What follows belongs to an exercise in optimizing a design on an open flow for small area and a short achievable clock period; a production flow would make more cautious choices. Only simulation tests tie the RTL to the original design; equivalence was not proved. Power figures rest on the tool's default switching activity, not on a simulated workload.

==> flow/design.v, too long to show whole: its modules and the start of the top module <==
// module alu: 28 lines
// module mul32p: 892 lines
// module cond_check: 28 lines
// module decoder: 67 lines
// module data_path: 302 lines
module data_path (
    input  wire        clk,
    input  wire        reset,
    input  wire [31:0] instr,
    input  wire [31:0] read_data,
    input  wire        irq,
    input  wire        firq,
    output wire [31:0] pc,
    output wire [31:0] addr_data,
    output wire [31:0] write_data,
    output wire        we
);
  // ...
==> flow/flow/run.sh <==
#!/bin/bash
# Layout: the standard ORFS flow (standard.sh), unchanged except that
# timing repair (floorplan, CTS and global-route repair_timing) aims for a
# larger setup slack than the default, so that it sizes and buffers the
# critical paths instead of stopping once the 15 ns clock is met.  The SDC,
# clock period, synthesis and every other step are the standard ones.
set -euo pipefail
cd "$(dirname "$0")/.."
bash standard.sh SETUP_SLACK_MARGIN=8.5 finish > flow_make.log 2>&1
==> flow/standard.sh <==
#!/bin/bash
# synth_recipe.tcl (not shown) runs the flow's synth.tcl, then flattens the netlist and writes it again
# the make line also repeats each setting of config.mk as NAME=value (left out here)
make -C /OpenROAD-flow-scripts/flow DESIGN_CONFIG=/design/flow/config.mk WORK_HOME=/design/flow/orfs CLKGATE_MAP_FILE= SYNTH_SCRIPT=/design/flow/synth_recipe.tcl "${@:-finish}"
==> flow/config.mk <==
export PLATFORM = sky130hd
export DESIGN_NAME = data_path
export DESIGN_NICKNAME = data_path
export VERILOG_FILES = /design/flow/design.v
export SDC_FILE = /design/flow/constraint.sdc
export NUM_CORES = 4
export LEC_CHECK = 0
export CAP_MARGIN = 30
export CELL_PAD_IN_SITES_DETAIL_PLACEMENT = 1
export CELL_PAD_IN_SITES_GLOBAL_PLACEMENT = 2
export CORE_MARGIN = 2
export CORE_UTILIZATION = 35
export PLACE_DENSITY = 0.42
export SLEW_MARGIN = 30
==> flow/constraint.sdc <==
create_clock -name core_clock -period 15.0 [get_ports {clk}]
set_input_delay 3.0000 -clock core_clock [delete_from_list [all_inputs] [get_ports {clk}]]
set_output_delay 3.0000 -clock core_clock [all_outputs]
set_load 0.01 [all_outputs]
==> results.txt, run 1 <==
n_diodes=11; post-CTS resize count=116; most flop-heavy register=g_rf.q; Max Clk Rate=~0.15 GHz; GRT Util Overall=about 38%; DRT Wirelength=between 400,000 and 500,000 um; Die Span X=468 um; Layout clock area frac=5.90%; Final GP Congestion=0.958; crit path kind=flop to flop; largest net degree at the start of global routing=around 110; destination of the critical timing path=pc_f[23]$_DFFE_PP0P_; Max Buffers Root-to-Sink=3; routed len/inst=41.1 um; Pre-antenna DRT Iters=6; reg2reg start=m_one_e[0]$_SDFF_PP0_; Gate power share=a little under three fifths; clock latency on the worst-skew pair=around 0.87 ns; hold endpoint=cond_e[3]$_DFF_P_; antenna violations before repair=25; clock sinks=1,213; CP required=15.74 ns; Synth Area in XOR/XNOR=5.51%; Fin. Hold Viols=0; port buffer count=164; Final Setup Violations=0; Synth Net Count=7,855; clock slew at reported path FFs=0.06 ns; Hold Path Class=flop to flop; GR Util met2=58.8%; Congestion Overflow GR=0; Setup WS post-layout=between 8 and 9 ns; Clock net power=between 3000 and 4000 uW; Synth cell types=89; CP endpoint kind=flop; Mapped Cells=roughly 7,400; min cycle time layout=6.47 ns; status=no timing/DRC/antenna violations
==> inputs of run 2 (changes only) <==
--- a/flow/flow/run.sh
+++ b/flow/flow/run.sh
@@ -7,3 +7,3 @@
 set -euo pipefail
 cd "$(dirname "$0")/.."
-bash standard.sh SETUP_SLACK_MARGIN=8.5 finish > flow_make.log 2>&1
+bash standard.sh SETUP_SLACK_MARGIN=9.5 finish > flow_make.log 2>&1
--- a/flow/config.mk
+++ b/flow/config.mk
@@ -10,5 +10,5 @@
 export CELL_PAD_IN_SITES_GLOBAL_PLACEMENT = 2
 export CORE_MARGIN = 2
-export CORE_UTILIZATION = 35
-export PLACE_DENSITY = 0.42
+export CORE_UTILIZATION = 45
+export PLACE_DENSITY = 0.55
 export SLEW_MARGIN = 30
==> results.txt, run 2 <==
status=no timing/DRC/antenna violations (unchanged); IO Count=165 (unchanged); Die Span X=413 um (was 468 um); DRT Wirelength=416,000 um (was 429,000 um); CTS buffer count=139 (was 150); most flop-heavy register=g_rf.q (unchanged); crit-path max FO=5 (was 16); clock sinks=1,213 (unchanged); CP top delay family=adder cells (unchanged); Critical Path AT=6.81 ns (was 7.22 ns); yosys warns=4 (unchanged); pwr/cell area=235 nW/um2 (was 212 nW/um2); clock latency on the worst-skew pair=0.83 ns (was 0.87 ns); mean post-synth cell area=10.2 um2 (unchanged); Root Buffer=clkbuf_16 (unchanged); post-synthesis sequential area ratio=43.8% (unchanged); Largest stage delay, worst path=0.59 ns (was 0.55 ns); Max Clk Rate=0.162 GHz (was 0.154 GHz); Mapped Cells=7,394 (unchanged); Congestion Overflow GR=0 (unchanged); reg2reg path depth=23 (was 20); CP required=15.64 ns (was 15.74 ns); top post-synthesis cells by count=edfxtp_1 (858), nor2_1 (644), nand2_1 (543) (unchanged); DRC Markers=0 (unchanged); min cycle time layout=6.17 ns (was 6.47 ns); area grow syn2layout=19.3% (was 16.8%); WP buf/inv=5 (was 3); global-route wire length before repair=563,000 um (was 575,000 um); H-tree depth=4 (unchanged); final core utilization=53.9% (was 41.1%); crit path kind=flop to flop (unchanged); max-slew violation count=0 (unchanged); Synth cell types=89 (unchanged); vias in the first global route=69,256 (was 67,352); Worst Min Path Start=instr_d[30]$_SDFF_PP0_ (was instr_d[31]$_SDFF_PP0_); Final Setup Violations=0 (unchanged); Setup Skew=0.0791 ns (was 0.0650 ns); FFs w/ async S/R, synth=2.97% (unchanged); routed len/inst=42.1 um (was 41.1 um); final instance area=90,000 um2 (was 88,000 um2); most frequent cells in the layout=edfxtp_1 (858), nor2_1 (603), nand2_1 (532), a21oi_1 (383), a22oi_1 (380) (was edfxtp_1 (858), nor2_1 (615), nand2_1 (536), a21oi_1 (436), a22oi_1 (411)); post-route non-filler standard cell count=9,887 (was 10,438); clock slew at reported path FFs=0.06 ns (about the same); synth top area cells=edfxtp_1 (34%), dfxtp_1 (8.5%), fa_1 (5.8%) (unchanged); hold path depth=0 (unchanged); Static Leak=0.0331 uW (was 0.0321 uW); CP cell instances=buf_12, a22oi_2, xnor2_1, ha_1, fa_1, fa_1, fa_1, inv_1, fa_1, inv_2, fa_1, ha_4, buf_6, a221o_1, and2_4, o31a_1, buf_4, nor3_4, xnor2_1, nor2_2, a21oi_1, o21ai_2, o21ai_1 (was buf_12, a22oi_2, xnor2_1, ha_1, fa_1, fa_1, fa_1, inv_1, fa_1, inv_1, fa_1, ha_2, and4_1, a221o_1, a31oi_1, xnor2_1, nor2_1, a211oi_2, a21oi_2, a221o_1); Critical-path top delay cell=fa_1 (unchanged); sequential power share=20.6% (was 23.5%); Final GP Congestion=1.03 (was 0.958); number of fill cells in the layout=17,567 (was 23,376); # rows=150 (was 170); RSZ-0062 raised after global routing=true (unchanged); Die ar.=171,000 um2 (was 219,000 um2); crit-path most repeated cell=fa_1 (unchanged); Starting Density=45.2% (was 35.2%); Synth Cell Area=75,400 um2 (unchanged); area of the multi-input gates=41,500 um2 (was 39,900 um2); Starting DRT DRC Count=10,378 (was 8,832); Post-layout nets=8,020 (was 7,923); top-area cell type share of the netlist area=34.2% (unchanged); layout cells sized above 1=17.6% (was 13.4%); P_sw=9590 uW (was 8700 uW); Routed Antenna Nets=0 (unchanged); largest net degree at the start of global routing=78 (was 105); area leader, netlist=edfxtp_1 (unchanged); DP Cell Count=9,469 (was 10,104); Synth Net Count=7,855 (unchanged); core area=167,000 um2 (was 214,000 um2); RR Endpoint=pc_f[29]$_DFFE_PP0P_ (was pc_f[23]$_DFFE_PP0P_); startpoint type of the worst setup path=flop (unchanged); antenna violations before repair=27 (was 25); routed vias/inst=7.18 (was 6.49); top-count cell post-synth=edfxtp_1 (unchanged); period utilization=41.1% (was 43.2%); Max Cap Viol=0 (unchanged); number of enable flip-flop cells after synthesis=858 (unchanged); slew margin rel.=23.2% (was 21.1%); CTS tree=done (unchanged); GRT Util Overall=47.4% (was 37.9%); hold_ws=0.378 ns (was 0.324 ns); Worst-Margin Slew=1.15 ns (was 1.17 ns); CP endpoint kind=flop (unchanged); ys flop type=edfxtp_1 (unchanged); most common cell after layout, fill and taps aside=edfxtp_1 (unchanged); register area=33,200 um2 (about the same); hold endpoint=cond_e[2]$_DFF_P_ (was cond_e[3]$_DFF_P_); TNS Setup=0 ns (unchanged); worst reg-to-reg setup slack=8.83 ns (was 8.53 ns); sw frac=45.4% (was 46.5%); Largest register FFs=858 (unchanged); Max Buffers Root-to-Sink=3 (unchanged); Pre-antenna DRT Iters=10 (was 6); Fin. Hold Viols=0 (unchanged); Clk network pwr share=16.9% (was 20.6%); Peak VDD IR=0.946 mV (was 0.391 mV); cell-internal power=11,500 uW (was 10,000 uW); Gate power share=62.6% (was 55.9%); reg2reg start=m_one_e[0]$_SDFF_PP0_ (unchanged); Yosys reg bits=1,213 (unchanged); Hold Path Class=flop to flop (unchanged); vias=70,981 (was 67,777); port buffer count=164 (unchanged); Post-DP Area=80,600 um2 (was 81,500 um2); die height=413 um (was 468 um); hpwl dp=262,000 um (was 288,000 um)
[run 2: cell types whose count changed in the layout (fill, tap and decap cells not counted), moves of 22 or more]
cell and change:
ha_4 +22, a22oi_2 +31, buf_4 +51, a21oi_2 +50
bufbuf_16 +22, a21oi_1 -53, xnor2_1 -22, buf_12 +25
ha_1 -29, o21ai_0 -29, a22oi_1 -31
[run 2: logic make-up (layout without fill, tap and decap cells)]
kind of cell               Yosys count  in the layout  synth area share, %
and+or+nand+nor                   1757           1757                 10.5
muxes                              509            509                 7.81
buffers and inverters              930           1203                 4.68
AOI/OAI and AO/OA                 2118           2118                 19.0
xor gates and xnor gates           474            474                 5.51
other                                0             16                    0
adders and majority gates          393            393                 8.70
DFF                               1213           1213                 43.8
[run 2: stage by stage]
step / power (uW) / setup slack [ns]
2_1_floorplan: 10300 / 8.85
3_3_place_gp: 13600 / 7.73
3_5_place_dp: 13800 / 7.64
4_1_cts: 19400 / 8.87
5_1_grt: 21900 / 8.75
6_report: 21100 / 8.83
[run 2: routing by layer]
metal	GRT usage [%]	share of wire, %
met1	58.2	36
met2	69.4	42
met3	16.4	13
met4	34.2	9.4
met5	0	0.025
[run 2: cell type report]
type,count,area share [%]
diodes,16,0.0445
multi-input cells,5251,46.1
flip-flops and latches,1213,36.9
inverters,353,1.48
clock buffers,177,4.21
repair buffers,601,7.24
well taps,2204,3.06
clock inverters,72,0.993
[run 2: worst max-delay path by stage]
stage | end | depth (start not counted) | from
2_1_floorplan | g_rf[22].q[0]$_DFFE_PP_ | 6 | irq
3_3_place_gp | m_two_e[11]$_SDFF_PP0_ | 13 | firq
3_5_place_dp | pc_f[21]$_DFFE_PP0P_ | 21 | rd1_e[1]$_SDFF_PP0_
4_1_cts | pc_f[31]$_DFFE_PP0P_ | 23 | rd1_e[12]$_SDFF_PP0_
5_1_grt | pc_f[30]$_DFFE_PP0P_ | 25 | m_one_e[3]$_SDFF_PP0_
6_report | pc_f[29]$_DFFE_PP0P_ | 23 | m_one_e[0]$_SDFF_PP0_
[run 2: power by group through the flow]
| stage | Combinational, uW | Clock [uW] | Sequential (uW) |
|---|---|---|---|
| finish | 13200 | 3560 | 4340 |
| global route | 13800 | 3680 | 4340 |
| CTS | 11500 | 3560 | 4300 |
| detailed placement | 9450 | 0 | 4350 |
| global placement | 9290 | 0 | 4340 |
| floorplan | 6120 | 0 | 4160 |
[run 2: what timing repair did]
| item | 4_1_cts | 5_1_grt |
|---|---|---|
| setup buffers | 84 | 34 |
| pin swaps | 88 | 54 |
| hold buffers | 0 | 0 |
| cloned | 27 | 6 |
| resized for setup | 414 | 211 |
| endpoints found under the setup margin | 159 | 95 |
==> inputs of run 3 (changes only) <==
--- a/flow/config.mk
+++ b/flow/config.mk
@@ -11,4 +11,6 @@
 export CORE_MARGIN = 2
 export CORE_UTILIZATION = 45
+export CTS_CLUSTER_DIAMETER = 100
+export CTS_CLUSTER_SIZE = 20
 export PLACE_DENSITY = 0.55
 export SLEW_MARGIN = 30
==> results.txt, run 3 <==
global-route wire length before repair=559,000 um (was 563,000 um); WP depth=25 (was 23); Synth Net Count=7,855 (unchanged); number of enable flip-flop cells after synthesis=858 (unchanged); pre-CTS WS=7.64 ns (unchanged); layout cells sized above 1=17.4% (was 17.6%); max-slew violation count=0 (unchanged); Static Leak=0.0323 uW (was 0.0331 uW); Setup Skew=0.0590 ns (was 0.0791 ns); Congestion Overflow GR=0 (unchanged); Largest register FFs=858 (unchanged); period utilization=41.8% (was 41.1%); status=no timing/DRC/antenna violations (unchanged); Synth cell types=89 (unchanged); clock sinks=1,213 (unchanged); clock slew at reported path FFs=0.09 ns (was 0.06 ns); Hold Path Class=flop to flop (unchanged); port buffer count=164 (unchanged); area grow syn2layout=17.4% (was 19.3%); Worst Min Path Start=instr_d[31]$_SDFF_PP0_ (was instr_d[30]$_SDFF_PP0_); crit-path most repeated cell=fa_1 (unchanged); die height=413 um (unchanged); hold_buf cts=0 (unchanged); Fin. Hold Viols=0 (unchanged); hold endpoint=cond_e[3]$_DFF_P_ (was cond_e[2]$_DFF_P_); H-tree depth=3 (was 4); CTS tree=done (unchanged); Die ar.=171,000 um2 (unchanged); Synth Cell Area=75,400 um2 (unchanged); Starting DRT DRC Count=10,543 (was 10,378); Max Buffers Root-to-Sink=3 (unchanged); Starting Density=45.2% (unchanged); final core utilization=53.0% (was 53.9%); # rows=150 (unchanged); crit path kind=flop to flop (unchanged); top-area cell type share of the netlist area=34.2% (unchanged); RR Endpoint=pc_f[29]$_DFFE_PP0P_ (unchanged); Post-layout nets=8,000 (was 8,020); IO Count=165 (unchanged); most frequent cells in the layout=edfxtp_1 (858), nor2_1 (601), nand2_1 (530), a21oi_1 (375), a22oi_1 (369) (was edfxtp_1 (858), nor2_1 (603), nand2_1 (532), a21oi_1 (383), a22oi_1 (380)); Die Span X=413 um (unchanged); FFs w/ async S/R, synth=2.97% (unchanged); Yosys reg bits=1,213 (unchanged); Final GP Congestion=1.03 (unchanged); clock latency on the worst-skew pair=0.77 ns (was 0.83 ns); Mapped Cells=7,394 (unchanged); ys flop type=edfxtp_1 (unchanged); startpoint type of the worst setup path=flop (unchanged); Pre-antenna DRT Iters=9 (was 10); Final Setup Violations=0 (unchanged); post-synthesis sequential area ratio=43.8% (unchanged); slew margin rel.=11.4% (was 23.2%); Peak VDD IR=0.797 mV (was 0.946 mV); Largest stage delay, worst path=0.53 ns (was 0.59 ns); routed len/inst=42.2 um (was 42.1 um); Max Clk Rate=0.159 GHz (was 0.162 GHz); most common cell after layout, fill and taps aside=edfxtp_1 (unchanged); reg2reg path depth=25 (was 23); reg2reg start=m_one_e[0]$_SDFF_PP0_ (unchanged); area leader, netlist=edfxtp_1 (unchanged); largest net degree at the start of global routing=78 (unchanged); routed vias/inst=7.21 (was 7.18); register area=33,200 um2 (about the same); DRT Wirelength=415,000 um (was 416,000 um); core area=167,000 um2 (unchanged); number of fill cells in the layout=17,693 (was 17,567); CTS buffer count=75 (was 139); vias in the first global route=68,511 (was 69,256); Max Cap Viol=0 (unchanged); RSZ-0062 raised after global routing=true (unchanged); crit-path max FO=4 (was 5); most flop-heavy register=g_rf.q (unchanged); synth top area cells=edfxtp_1 (34%), dfxtp_1 (8.5%), fa_1 (5.8%) (unchanged); Setup WS post-layout=8.73 ns (was 8.83 ns); hold path depth=0 (unchanged); Critical-path top delay cell=fa_1 (unchanged); top post-synthesis cells by count=edfxtp_1 (858), nor2_1 (644), nand2_1 (543) (unchanged); hpwl dp=262,000 um (unchanged); antenna violations before repair=33 (was 27); yosys warns=4 (unchanged); GRT Util Overall=47.0% (was 47.4%); WP buf/inv=7 (was 5); top-count cell post-synth=edfxtp_1 (unchanged); CP endpoint kind=flop (unchanged); min cycle time layout=6.27 ns (was 6.17 ns); Routed Antenna Nets=0 (unchanged); DRC Markers=0 (unchanged); worst reg-to-reg setup slack=8.73 ns (was 8.83 ns); CP required=15.67 ns (was 15.64 ns); mean post-synth cell area=10.2 um2 (unchanged); TNS Setup=0 ns (unchanged); CP startpoint=m_one_e[0]$_SDFF_PP0_ (unchanged); Root Buffer=clkbuf_16 (unchanged); Critical Path AT=6.94 ns (was 6.81 ns); area of the multi-input gates=41,800 um2 (was 41,500 um2); Worst-Margin Slew=1.31 ns (was 1.15 ns); CP top delay family=adder cells (unchanged); vias=70,762 (was 70,981); pwr/cell area=225 nW/um2 (was 235 nW/um2)
[run 3: changes by cell type in the layout (fill, tap and decap cells not counted), moves of 12 or more]
cell,previous run,this run
clkbuf_8,14,2
clkbuf_16,146,87
buf_4,317,346
clkinv_2,23,1
bufinv_16,14,1
clkbuf_1,22,37
[run 3: kinds of logic (layout without fill, tap and decap cells)]
family | count (synthesis) | after routing | share of synthesized area (%)
buffers and inverters | 930 | 1128 | 4.68
adder cells (fa/ha/maj) | 393 | 393 | 8.70
AND/OR/NAND/NOR | 1757 | 1757 | 10.5
multiplexers | 509 | 509 | 7.81
other | 0 | 24 | 0
flip-flops | 1213 | 1213 | 43.8
AO/OA/AOI/OAI | 2118 | 2118 | 19.0
XOR/XNOR | 474 | 474 | 5.51
[run 3: layout make-up]
class,count,area share (%)
Tap cell,2204,3.12
Antenna cell,24,0.0679
Inverter,353,1.51
Timing Repair Buffer,645,7.97
Sequential cell,1213,37.5
Clock buffer,116,2.37
Clock inverter,14,0.264
Multi-Input combinational cell,5251,47.2
[run 3: report_power, final]
| group | leakage [uW] | internal, uW | total (uW) | switching, uW |
|---|---|---|---|---|
| logic | 0.0194 | 5440 | 13300 | 7900 |
| registers | 0.0118 | 3930 | 4340 | 407 |
| clock network | 0.00111 | 1010 | 2260 | 1250 |
| total | 0.0323 | 10400 | 19900 | 9560 |
[run 3: worst max-delay path by stage]
stage / end / slack (ns)
3_5_place_dp: pc_f[21]$_DFFE_PP0P_ / 7.64
5_1_grt: alu_result_m[29]$_SDFF_PP0_ / 8.56
3_3_place_gp: m_two_e[11]$_SDFF_PP0_ / 7.73
6_report: pc_f[29]$_DFFE_PP0P_ / 8.73
2_1_floorplan: g_rf[22].q[0]$_DFFE_PP_ / 8.85
4_1_cts: pc_f[31]$_DFFE_PP0P_ / 8.86
[run 3: repair_timing]
item	in CTS	in global routing
cloned	28	10
pin swaps	85	109
endpoints found under the setup margin	174	98
setup buffers	106	50
resized for setup	471	263
[run 3: through the flow]
stage	area, um2	total power, uW	hold slack, ns	std cells
after floorplan	75900	10300	0.310	7394
after global placement	80500	13600	0.377	9465
after detailed placement	80600	13800	0.380	9469
after CTS	86500	18000	0.394	9733
after global routing	88500	20600	0.408	9798
final	88500	19900	0.388	9820
[run 3: per-layer routing]
metal	vias to the layer above	share of wire [%]	track usage (%)
met5	-	0.050	0
met1	35401	36	57.6
met3	1892	13	16.3
met2	5737	42	69.1
met4	21	9.3	32.8
li1	27711	-	-
==> inputs of run 4 (changes only) <==
--- a/flow/config.mk
+++ b/flow/config.mk
@@ -6,4 +6,5 @@
 export NUM_CORES = 4
 export LEC_CHECK = 0
+export ABC_AREA = 1
 export CAP_MARGIN = 30
 export CELL_PAD_IN_SITES_DETAIL_PLACEMENT = 1
==> results.txt, run 4 <==
status=no timing/DRC/antenna violations (unchanged); routed len/inst=36.5 um (was 42.2 um); crit path kind=flop to flop (unchanged); Routed Antenna Nets=0 (unchanged); top post-synthesis cells by count=nand2_1 (1,949), inv_1 (1,080), edfxtp_1 (858) (was edfxtp_1 (858), nor2_1 (644), nand2_1 (543)); Synth cell types=80 (was 89); top-count cell post-synth=nand2_1 (was edfxtp_1); sequential power share=21.1% (was 21.8%); number of enable flip-flop cells after synthesis=858 (unchanged); area leader, netlist=edfxtp_1 (unchanged); CTS tree=done (unchanged); Die Span X=413 um (about the same); routed vias/inst=6.64 (was 7.21); min cycle time layout=6.20 ns (was 6.27 ns); Final Setup Violations=0 (unchanged); pwr/cell area=236 nW/um2 (was 225 nW/um2); reg2reg path depth=26 (was 25); crit-path most repeated cell=fa_1 (unchanged); CTS buffer count=76 (was 75); H-tree depth=3 (unchanged); Pre-antenna DRT Iters=8 (was 9); Congestion Overflow GR=0 (unchanged); most flop-heavy register=g_rf.q (unchanged); Max Cap Viol=0 (unchanged); sw frac=49.4% (was 47.9%); top-area cell type share of the netlist area=34.2% (about the same); Peak VDD IR=0.975 mV (was 0.797 mV); Worst-Margin Slew=1.18 ns (was 1.31 ns); core area=167,000 um2 (about the same); die height=413 um (about the same); Max Buffers Root-to-Sink=3 (unchanged); Fin. Hold Viols=0 (unchanged); Pwr Total=20,600 uW (was 19,900 uW); yosys warns=4 (unchanged); period utilization=41.3% (was 41.8%); clock slew at reported path FFs=0.09 ns (about the same); slew margin rel.=21.4% (was 11.4%); reg2reg start=rd1_e[16]$_SDFF_PP0_ (was m_one_e[0]$_SDFF_PP0_); final instance area=87,200 um2 (was 88,500 um2); TNS Setup=0 ns (unchanged); Mapped Cells=8,788 (was 7,394); antenna violations before repair=26 (was 33); max-slew violation count=0 (unchanged); Largest register FFs=858 (unchanged); area grow syn2layout=15.9% (was 17.4%); startpoint type of the worst setup path=flop (unchanged); GRT Util Overall=46.6% (was 47.0%); RR Endpoint=pc_f[31]$_DFFE_PP0P_ (was pc_f[29]$_DFFE_PP0P_); most common cell after layout, fill and taps aside=nand2_1 (was edfxtp_1); WL met1=151,000 um (was 148,000 um); # rows=150 (unchanged); IO Count=165 (unchanged); Worst Min Path Start=instr_d[29]$_SDFF_PP0_ (was instr_d[31]$_SDFF_PP0_); synth top area cells=edfxtp_1 (34%), nand2_1 (9.7%), dfxtp_1 (8.5%) (was edfxtp_1 (34%), dfxtp_1 (8.5%), fa_1 (5.8%)); mean post-synth cell area=8.57 um2 (was 10.2 um2); Critical Path AT=6.87 ns (was 6.94 ns); vias=74,841 (was 70,762); Yosys reg bits=1,213 (unchanged); hold endpoint=cond_e[1]$_DFF_P_ (was cond_e[3]$_DFF_P_); P_sw=10,200 uW (was 9560 uW); cell-internal power=10,400 uW (about the same); Met2 Wirelength=174,000 um (about the same); ys flop type=edfxtp_1 (unchanged); Root Buffer=clkbuf_16 (unchanged); Largest stage delay, worst path=0.59 ns (was 0.53 ns); Post-layout nets=9,467 (was 8,000); RSZ-0062 raised after global routing=true (unchanged); Setup Skew=0.0577 ns (was 0.0590 ns); clock sinks=1,213 (unchanged); DR top layer=met5 (unchanged); Die ar.=171,000 um2 (about the same); hold path depth=0 (unchanged); largest net degree at the start of global routing=115 (was 78); Static Leak=0.0354 uW (was 0.0323 uW); Hold Path Class=flop to flop (unchanged); Starting Density=45.2% (about the same); worst reg-to-reg setup slack=8.80 ns (was 8.73 ns); hold_ws=0.324 ns (was 0.388 ns); vias in the first global route=72,856 (was 68,511); hold_buf cts=0 (unchanged); layout cells sized above 1=12.7% (was 17.4%); clock latency on the worst-skew pair=0.79 ns (was 0.77 ns); FFs w/ async S/R, synth=2.97% (unchanged); Synth Net Count=9,249 (was 7,855); metal3 WL=47,800 um (was 53,600 um); Post-DP Area=80,400 um2 (was 80,600 um2); Max Clk Rate=0.161 GHz (was 0.159 GHz); Final GP Congestion=1.07 (was 1.03); hpwl dp=290,000 um (was 262,000 um); DRC Markers=0 (unchanged); post-synthesis sequential area ratio=43.9% (was 43.8%); CP endpoint kind=flop (unchanged); Starting DRT DRC Count=10,149 (was 10,543); global-route wire length before repair=561,000 um (was 559,000 um); crit-path max FO=13 (was 4); most frequent cells in the layout=nand2_1 (1,916), inv_1 (1,039), edfxtp_1 (858), o21ai_0 (604), nor2_1 (519) (was edfxtp_1 (858), nor2_1 (601), nand2_1 (530), a21oi_1 (375), a22oi_1 (369)); Gate power share=67.9% (was 66.9%); DRT Wirelength=411,000 um (was 415,000 um); CP required=15.67 ns (about the same); Synth Cell Area=75,300 um2 (was 75,400 um2); port buffer count=164 (unchanged); Critical-path top delay cell=fa_2 (was fa_1); Clk network pwr share=11.0% (was 11.3%); final core utilization=52.3% (was 53.0%)
==> run 4: cell count changes in the layout (fill, tap and decap cells not counted), moves of 66 or more <==
| cell | change |
|---|---|
| o22ai_1 | +326 |
| mux2i_1 | -250 |
| xnor2_1 | -294 |
| mux2_2 | -127 |
| and2_1 | -86 |
| a22oi_1 | -351 |
| xor2_1 | +208 |
| o21ai_0 | +288 |
| nand2_1 | +1386 |
| nor2_1 | -82 |
| nand3_1 | +66 |
| a21oi_1 | -75 |
| inv_1 | +699 |
==> run 4: area by class of cell <==
cell class                 instances  area [um2]
fill                           19135       79400
multi-input combinational       5983       38800
sequential                      1213       33200
timing repair buffer             593        5650
inverter                        1132        4450
tap                             2204        2760
clock buffer                     112        2090
clock inverter                    18         216
timing repair inverter             7        53.8
antenna                            8        20.0
==> run 4: timing repair <==
item,4_1_cts,5_1_grt
gates resized for setup,447,207
setup buffers,119,63
setup endpoints to repair,135,104
pin swaps,84,78
cloned,13,5
==> run 4: worst max path at each step <==
stage,slack [ns],from,endpoint,depth (start not counted)
after CTS,8.97,rd1_e[20]$_SDFF_PP0_,pc_f[28]$_DFFE_PP0P_,28
after floorplan,8.76,firq,g_rf[13].q[0]$_DFFE_PP_,3
after detailed placement,7.64,m_one_e[2]$_SDFF_PP0_,pc_f[24]$_DFFE_PP0P_,22
final,8.80,rd1_e[16]$_SDFF_PP0_,pc_f[31]$_DFFE_PP0P_,26
after global routing,8.69,rd1_e[16]$_SDFF_PP0_,pc_f[30]$_DFFE_PP0P_,24
after global placement,7.72,m_one_e[2]$_SDFF_PP0_,pc_f[24]$_DFFE_PP0P_,22
==> run 4: per-stage QoR <==
| stage | cells | worst slack [ns] |
|---|---|---|
| floorplan | 8788 | 8.76 |
| global placement | 10928 | 7.72 |
| detailed placement | 10931 | 7.64 |
| CTS | 11193 | 8.97 |
| global route | 11262 | 8.69 |
| finish | 11270 | 8.80 |
==> run 4: cell families after synthesis <==
group	Yosys count	share of synthesized area (%)
AOI/OAI and AO/OA	2142	17.6
xor gates and xnor gates	385	4.49
adders and majority gates	393	8.71
buffers and inverters	1593	8.08
DFF	1213	43.9
muxes	48	0.658
and+or+nand+nor	3014	16.5
==> run 4: power groups by stage <==
stage | sequential [uW] | combinational, uW | clock (uW)
after floorplan | 4200 | 5550 | 0
after global placement | 4370 | 9110 | 0
after detailed placement | 4390 | 9300 | 0
after CTS | 4310 | 12500 | 2260
after global routing | 4350 | 14700 | 2360
final | 4340 | 14000 | 2270
==> run 4: worst max-delay path: cells and delay by family, from the launching register on <==
kind / cells / cell delay, ns
flip-flops: 1 / 0.37
AO/OA/AOI/OAI: 4 / 0.60
adder cells (fa/ha/maj): 7 / 3.45
buffers and inverters: 6 / 0.66
AND/OR/NAND/NOR: 8 / 0.73
XOR/XNOR: 1 / 0.26
==> run 4: routing by layer <==
layer	global-route usage, %	vias to the layer above
li1	-	30602
met1	58.2	37161
met2	69.4	5454
met3	12.4	1604
met4	34.0	20
met5	0	-
==> inputs of run 5 (changes only) <==
--- a/flow/flow/run.sh
+++ b/flow/flow/run.sh
@@ -7,3 +7,3 @@
 set -euo pipefail
 cd "$(dirname "$0")/.."
-bash standard.sh SETUP_SLACK_MARGIN=9.5 finish > flow_make.log 2>&1
+bash standard.sh SETUP_SLACK_MARGIN=10 finish > flow_make.log 2>&1
==> results.txt, run 5 <==
Max Cap Viol=0 (unchanged); most frequent cells in the layout=nand2_1 (1,906), inv_1 (1,037), edfxtp_1 (858), o21ai_0 (535), nor2_1 (509) (was nand2_1 (1,916), inv_1 (1,039), edfxtp_1 (858), o21ai_0 (604), nor2_1 (519)); min cycle time layout=6.20 ns (about the same); reg2reg path depth=22 (was 26); clock latency on the worst-skew pair=0.81 ns (was 0.79 ns); Post-layout nets=9,470 (was 9,467); area grow syn2layout=17.3% (was 15.9%); Pre-antenna DRT Iters=7 (was 8); layout cells sized above 1=14.7% (was 12.7%); Final Setup Violations=0 (unchanged); routed vias/inst=6.67 (was 6.64); DRC Markers=0 (unchanged); IO Count=165 (unchanged); FFs w/ async S/R, synth=2.97% (unchanged); Largest register FFs=858 (unchanged); Largest stage delay, worst path=0.61 ns (was 0.59 ns); GRT Util Overall=47.2% (was 46.6%); Hold Path Class=flop to flop (unchanged); Starting DRT DRC Count=10,770 (was 10,149); Critical-path top delay cell=fa_2 (unchanged); worst reg-to-reg setup slack=8.80 ns (about the same); crit-path most repeated cell=fa_1 (unchanged); global-route wire length before repair=568,000 um (was 561,000 um); Max Clk Rate=0.161 GHz (about the same); DRT Wirelength=419,000 um (was 411,000 um); Mapped Cells=8,788 (unchanged); Synth Net Count=9,249 (unchanged); port buffer count=164 (unchanged); routed len/inst=37.2 um (was 36.5 um); # rows=150 (unchanged); WP buf/inv=3 (was 6); Synth Cell Area=75,300 um2 (unchanged); CP cell instances=clkinvlp_4, buf_4, o22ai_1, xor2_1, fa_1, fa_2, fa_1, fa_1, fa_2, inv_1, fa_1, ha_4, nand2_1, nor2_1, a211oi_2, o2111ai_4, a21oi_2, o21ai_2, nand3_2, nand2_2, a21oi_1, o21ai_1; Congestion Overflow GR=0 (unchanged); vias in the first global route=72,997 (was 72,856); reg2reg start=m_one_e[7]$_SDFF_PP0_ (was rd1_e[16]$_SDFF_PP0_); antenna violations before repair=31 (was 26); Yosys reg bits=1,213 (unchanged); CP endpoint kind=flop (unchanged); number of fill cells in the layout=19,012 (was 19,135); CTS buffer count=77 (was 76); CP top delay family=adder cells (unchanged); top-count cell post-synth=nand2_1 (unchanged); Static Leak=0.0358 uW (was 0.0354 uW); pwr/cell area=230 nW/um2 (was 236 nW/um2); synth top area cells=edfxtp_1 (34%), nand2_1 (9.7%), dfxtp_1 (8.5%) (unchanged); most flop-heavy register=g_rf.q (unchanged); crit path kind=flop to flop (unchanged); most common cell after layout, fill and taps aside=nand2_1 (unchanged); largest net degree at the start of global routing=75 (was 115); core area=167,000 um2 (unchanged); Peak VDD IR=0.681 mV (was 0.975 mV); CTS tree=done (unchanged); vias=75,100 (was 74,841); Starting Density=45.2% (unchanged); post-synthesis sequential area ratio=43.9% (unchanged); die height=413 um (unchanged); Max Buffers Root-to-Sink=3 (unchanged); area leader, netlist=edfxtp_1 (unchanged); Pwr Total=20,300 uW (was 20,600 uW); hpwl dp=295,000 um (was 290,000 um); top post-synthesis cells by count=nand2_1 (1,949), inv_1 (1,080), edfxtp_1 (858) (unchanged); H-tree depth=3 (unchanged); CP required=15.66 ns (was 15.67 ns); Critical Path AT=6.86 ns (was 6.87 ns); clock slew at reported path FFs=0.09 ns (about the same); Worst Min Path Start=instr_d[28]$_SDFF_PP0_ (was instr_d[29]$_SDFF_PP0_); status=no timing/DRC/antenna violations (unchanged); RR Endpoint=pc_f[30]$_DFFE_PP0P_ (was pc_f[31]$_DFFE_PP0P_); Die ar.=171,000 um2 (unchanged); number of enable flip-flop cells after synthesis=858 (unchanged); Final GP Congestion=1.04 (was 1.07); RSZ-0062 raised after global routing=true (unchanged); clock sinks=1,213 (unchanged); ys flop type=edfxtp_1 (unchanged); period utilization=41.3% (about the same); hold_ws=0.334 ns (was 0.324 ns); Root Buffer=clkbuf_16 (unchanged); startpoint type of the worst setup path=flop (unchanged); TNS Setup=0 ns (unchanged); crit-path max FO=4 (was 13); Die Span X=413 um (unchanged); Worst-Margin Slew=1.14 ns (was 1.18 ns); max-slew violation count=0 (unchanged); slew margin rel.=23.4% (was 21.4%); mean post-synth cell area=8.57 um2 (unchanged); yosys warns=4 (unchanged); Setup Skew=0.0978 ns (was 0.0577 ns); top-area cell type share of the netlist area=34.2% (unchanged); Fin. Hold Viols=0 (unchanged); Synth cell types=80 (unchanged); hold endpoint=cond_e[0]$_DFF_P_ (was cond_e[1]$_DFF_P_); Routed Antenna Nets=0 (unchanged); hold path depth=0 (unchanged)
## run 5: changes by cell type in the layout (fill, tap and decap cells not counted), moves of 18 or more
cell	delta
dfrtp_1	-21
o21ai_1	+20
dfxtp_2	+21
a21oi_1	-18
o21ai_2	+40
o21ai_0	-69
## run 5: repair_timing
item,4_1_cts,5_1_grt
hold buffers,0,0
resized for setup,469,408
endpoints found under the setup margin,207,150
buffers inserted,91,80
pin swaps,45,105
gates cloned,11,17
## run 5: cell families after synthesis
group / Yosys count / synth area share (%)
AO/OA/AOI/OAI: 2142 / 17.6
XOR/XNOR: 385 / 4.49
adder cells (fa/ha/maj): 393 / 8.71
buffers and inverters: 1593 / 8.08
flip-flops: 1213 / 43.9
multiplexers: 48 / 0.658
AND/OR/NAND/NOR: 3014 / 16.5
## run 5: layer usage
metal	wire length, um	track usage [%]
met5	120	0
met1	154000	59.5
met2	174000	68.9
met4	39400	33.5
met3	51600	14.0
## run 5: how the worst max path moves through the flow
stage,startpoint,end,slack [ns],cells past startpoint
finish,m_one_e[7]$_SDFF_PP0_,pc_f[30]$_DFFE_PP0P_,8.80,22
global route,rd1_e[10]$_SDFF_PP0_,pc_f[31]$_DFFE_PP0P_,8.66,29
CTS,m_one_e[0]$_SDFF_PP0_,pc_f[30]$_DFFE_PP0P_,8.95,24
detailed placement,rd1_e[6]$_SDFF_PP0_,pc_f[18]$_DFFE_PP0P_,8.04,26
global placement,rd1_e[6]$_SDFF_PP0_,pc_f[18]$_DFFE_PP0P_,8.07,26
floorplan,firq,g_rf[13].q[0]$_DFFE_PP_,9.65,3
## run 5: through the flow
| step | instances | utilization [%] | instance area (um2) | setup WS (ns) |
|---|---|---|---|---|
| final | 11263 | 53.0 | 88400 | 8.80 |
| after global routing | 11256 | 53.0 | 88300 | 8.66 |
| after CTS | 11154 | 51.4 | 85700 | 8.95 |
| after detailed placement | 10931 | 48.4 | 80700 | 8.04 |
| after global placement | 10929 | 48.4 | 80700 | 8.07 |
| after floorplan | 8788 | - | 76200 | 9.65 |
## run 5: worst reg2reg max path, delay by kind of cell (launching register included)
family                     cells  cell delay, ns
AOI/OAI and AO/OA              7            1.16
xor gates and xnor gates       1            0.29
adders and majority gates      7            3.47
buffers and inverters          3            0.40
DFF                            1            0.40
and+or+nand+nor                4            0.40
## run 5: layout make-up
class / instances / area, um2 / share of cell area (%)
diodes: 8 / 20.0 / 0.0227
clock buffers: 100 / 2010 / 2.28
clock inverters: 21 / 342 / 0.387
inverters: 1132 / 4490 / 5.09
multi-input cells: 5982 / 39500 / 44.7
flip-flops and latches: 1213 / 33200 / 37.6
well taps: 2204 / 2760 / 3.12
repair buffers: 597 / 5910 / 6.69
repair inverters: 6 / 46.3 / 0.0524
## run 5: power by group
part | switching, uW | leakage [uW] | total, uW | internal [uW]
registers | 399 | 0.0118 | 4380 | 3980
clock network | 1310 | 0.00112 | 2310 | 998
logic | 8540 | 0.0229 | 13600 | 5080
total | 10200 | 0.0358 | 20300 | 10100
==> inputs of run 6 (changes only) <==
==> flow/flow/run.sh (replaced) <==
#!/bin/bash
# Layout: the standard ORFS flow (standard.sh), unchanged except that
# timing repair (floorplan, CTS and global-route repair_timing) aims for a
# larger setup slack than the default and uses only unbuffer, sizing, pin
# swap and cloning moves (no rebuffering), so that it sizes the critical
# paths instead of stopping once the 15 ns clock is met.  The SDC, clock
# period, synthesis and every other step are the standard ones.
set -euo pipefail
cd "$(dirname "$0")/.."
bash standard.sh SETUP_SLACK_MARGIN=9.5 SETUP_MOVE_SEQUENCE=unbuffer,sizeup,swap,clone finish > flow_make.log 2>&1
==> results.txt, run 6 <==
max-slew violation count=0 (unchanged); Die ar.=171,000 um2 (unchanged); Max Buffers Root-to-Sink=3 (unchanged); IO Count=165 (unchanged); most common cell after layout, fill and taps aside=nand2_1 (unchanged); Final Setup Violations=0 (unchanged); clock slew at reported path FFs=0.09 ns (about the same); Largest register FFs=858 (unchanged); vias in the first global route=71,876 (was 72,997); CP cell instances=clkinvlp_4, o22ai_2, xor2_1, fa_2, fa_1, fa_1, fa_1, inv_1, fa_1, inv_1, fa_2, ha_4, a21oi_2, o21ai_0, a21oi_1, xor2_1, o21ai_0, inv_1, nand2_1, nand2_1, nand2_1, a21oi_1 (was clkinvlp_4, buf_4, o22ai_1, xor2_1, fa_1, fa_2, fa_1, fa_1, fa_2, inv_1, fa_1, ha_4, nand2_1, nor2_1, a211oi_2, o2111ai_4, a21oi_2, o21ai_2, nand3_2, nand2_2, a21oi_1, o21ai_1); Routed Antenna Nets=0 (unchanged); GR Util met1=57.9% (was 59.5%); H-tree depth=3 (unchanged); Synth cell types=80 (unchanged); Synth Cell Area=75,300 um2 (unchanged); Post-layout nets=9,304 (was 9,470); mean post-synth cell area=8.57 um2 (unchanged); port buffer count=164 (unchanged); CTS buffer count=76 (was 77); hpwl dp=290,000 um (was 295,000 um); most frequent cells in the layout=nand2_1 (1,924), inv_1 (1,042), edfxtp_1 (858), o21ai_0 (609), nor2_1 (518) (was nand2_1 (1,906), inv_1 (1,037), edfxtp_1 (858), o21ai_0 (535), nor2_1 (509)); WP buf/inv=4 (was 3); core area=167,000 um2 (unchanged); Pwr Total=18,500 uW (was 20,300 uW); Largest stage delay, worst path=0.61 ns (about the same); status=no timing/DRC/antenna violations (unchanged); setup bufs post-CTS=0 (was 91); # rows=150 (unchanged); number of enable flip-flop cells after synthesis=858 (unchanged); crit path kind=flop to flop (unchanged); period utilization=42.3% (was 41.3%); synth top area cells=edfxtp_1 (34%), nand2_1 (9.7%), dfxtp_1 (8.5%) (unchanged); CTS tree=done (unchanged); min cycle time layout=6.35 ns (was 6.20 ns); area leader, netlist=edfxtp_1 (unchanged); Mapped Cells=8,788 (unchanged); Starting Density=45.2% (unchanged); Static Leak=0.0343 uW (was 0.0358 uW); slew margin rel.=20.5% (was 23.4%); post-synthesis sequential area ratio=43.9% (unchanged); pwr/cell area=218 nW/um2 (was 230 nW/um2); CP endpoint kind=flop (unchanged); ys flop type=edfxtp_1 (unchanged); Pre-antenna DRT Iters=6 (was 7); final instance area=84,800 um2 (was 88,400 um2); Max Clk Rate=0.158 GHz (was 0.161 GHz); Die Span X=413 um (unchanged); final core utilization=50.9% (was 53.0%); clock latency on the worst-skew pair=0.78 ns (was 0.81 ns); yosys warns=4 (unchanged); TNS Setup=0 ns (unchanged); Final GP Congestion=1.07 (was 1.04); Peak VDD IR=0.642 mV (was 0.681 mV); Congestion Overflow GR=0 (unchanged); hold_ws=0.324 ns (was 0.334 ns); vias=73,814 (was 75,100); Hold Path Class=flop to flop (unchanged); top-area cell type share of the netlist area=34.2% (unchanged); top-count cell post-synth=nand2_1 (unchanged); area grow syn2layout=12.6% (was 17.3%); Critical-path top delay cell=fa_2 (unchanged); largest net degree at the start of global routing=115 (was 75); Setup Skew=0.0532 ns (was 0.0978 ns); FFs w/ async S/R, synth=2.97% (unchanged); crit-path most repeated cell=fa_1 (unchanged); RSZ-0062 raised after global routing=true (unchanged); layout cells sized above 1=9.96% (was 14.7%); Fin. Hold Viols=0 (unchanged); Critical Path AT=7.03 ns (was 6.86 ns); CP required=15.68 ns (was 15.66 ns); GRT Util Overall=45.9% (was 47.2%); GR peak layer=met2 (unchanged); Synth Net Count=9,249 (unchanged); routed vias/inst=6.64 (was 6.67); Yosys reg bits=1,213 (unchanged); CP top delay family=adder cells (unchanged); top post-synthesis cells by count=nand2_1 (1,949), inv_1 (1,080), edfxtp_1 (858) (unchanged); routed len/inst=36.4 um (was 37.2 um); crit-path max FO=8 (was 4); Max Cap Viol=0 (unchanged); Starting DRT DRC Count=10,038 (was 10,770); DRT Wirelength=404,000 um (was 419,000 um); startpoint type of the worst setup path=flop (unchanged); Worst-Margin Slew=1.18 ns (was 1.14 ns); Post-DP Area=80,400 um2 (was 80,700 um2); most flop-heavy register=g_rf.q (unchanged); hold_buf cts=0 (unchanged); antenna violations before repair=34 (was 31); GR Util met2=68.5% (was 68.9%); met3 GRT Util=11.9% (was 14.0%); clock sinks=1,213 (unchanged); DRC Markers=0 (unchanged); global-route wire length before repair=554,000 um (was 568,000 um); Root Buffer=clkbuf_16 (unchanged); die height=413 um (unchanged)
[run 6: metal layers]
metal  wire length (um)  up-vias  part of all wire [%]
met3              46400     1544                    11
met4              36700       12                   9.1
li1                   -    30291                     -
met2             170000     5246                    42
met1             151000    36721                    37
met5                 87        -                 0.022
[run 6: cell families (layout without fill, tap and decap cells)]
kind of cell	after synthesis	in the layout	share of synthesized area [%]
AND/OR/NAND/NOR	3014	3017	16.5
XOR/XNOR	385	385	4.49
flip-flops	1213	1213	43.9
multiplexers	48	48	0.658
AO/OA/AOI/OAI	2142	2143	17.6
adder cells (fa/ha/maj)	393	393	8.71
other	0	15	0
buffers and inverters	1593	1696	8.08
[run 6: power breakdown]
part / leakage, uW / internal [uW] / switching (uW)
logic: 0.0214 / 4180 / 7680
clock network: 0.00111 / 995 / 1280
registers: 0.0118 / 3970 / 390
total: 0.0343 / 9140 / 9350
[run 6: final cells by class]
| type | instances | area, um2 |
|---|---|---|
| fill | 19291 | 81900 |
| timing repair buffer | 408 | 3820 |
| sequential | 1213 | 33200 |
| tap | 2204 | 2760 |
| multi-input combinational | 5986 | 38200 |
| clock inverter | 18 | 216 |
| clock buffer | 112 | 2090 |
| timing repair inverter | 26 | 178 |
| antenna | 15 | 37.5 |
| inverter | 1132 | 4370 |
[run 6: through the flow]
step / std cells / setup WS [ns]
5_1_grt: 11100 / 8.53
4_1_cts: 11090 / 8.72
3_3_place_gp: 10928 / 7.72
3_5_place_dp: 10931 / 7.64
6_report: 11114 / 8.65
2_1_floorplan: 8788 / 8.76
[run 6: path summary, 6_finish.rpt]
| check | endpoint | cells past startpoint | start | slack, ns |
|---|---|---|---|---|
| min reg2reg | cond_e[1]$_DFF_P_ | 0 | instr_d[29]$_SDFF_PP0_ | 0.32 |
| max reg2reg | pc_f[29]$_DFFE_PP0P_ | 22 | rd1_e[15]$_SDFF_PP0_ | 8.65 |
| min in group asynchronous | flags[1]$_DFFE_PP0P_ | 3 | reset | 2.57 |
| max | pc_f[29]$_DFFE_PP0P_ | 22 | rd1_e[15]$_SDFF_PP0_ | 8.65 |
| min | cond_e[1]$_DFF_P_ | 0 | instr_d[29]$_SDFF_PP0_ | 0.32 |
| max in group asynchronous | pc_f[28]$_DFFE_PP0P_ | 3 | reset | 11.97 |
[run 6: worst register-to-register path: cells and delay by family (launching register included)]
kind	cells	cell delay, ns
xor gates and xnor gates	2	0.46
adders and majority gates	7	3.38
DFF	1	0.54
AOI/OAI and AO/OA	6	1.05
and+or+nand+nor	3	0.20
buffers and inverters	4	0.64
[run 6: timing repair]
item                                    in CTS  in global routing
cloned                                      29                  8
pin swaps                                   40                 55
endpoints found under the setup margin     135                106
resized for setup                          298                155

[what the ideal ports hide]
The flow's constraints put no driver on any port. The routed layouts listed below were extracted and timed again, unchanged, in two steps. Step 1: set_driving_cell puts a clkbuf_16 on clk and a buf_2 on each other input, an assumption about the parent block. Step 2 times the ports against the registers' clock, not the clock port: input delays grow and output delays shrink by t, the midpoint of the rising clock arrivals with the driver on. Three values: no drivers, after step 1, after step 2; two values: the first two.
run | shift t [ns] | setup slack, ns | hold WS [ns] | latest minus earliest clock arrival (ns) | cell pins on the clock port's net
run 1 | 0.933 | 8.526 / 8.526 / 7.687 | 0.324 / 0.324 / 0.324 | 0.076 / 0.075 | 1
run 2 | 0.883 | 8.829 / 8.829 / 8.525 | 0.378 / 0.378 / 0.378 | 0.081 / 0.081 | 1
run 3 | 0.834 | 8.727 / 8.727 / 8.601 | 0.388 / 0.388 / 0.388 | 0.063 / 0.064 | 1
run 4 | 0.862 | 8.799 / 8.799 / 8.573 | 0.324 / 0.324 / 0.324 | 0.058 / 0.058 | 1
run 5 | 0.846 | 8.802 / 8.802 / 8.802 | 0.334 / 0.334 / 0.334 | 0.105 / 0.105 | 1
run 6 | 0.847 | 8.655 / 8.655 / 8.625 | 0.324 / 0.324 / 0.324 | 0.055 / 0.055 | 1
After both steps every run listed still meets setup and hold. For run 1, which loses most, drivers alone change the setup slack by 0.000 ns; drivers and shift together by -0.839 ns.
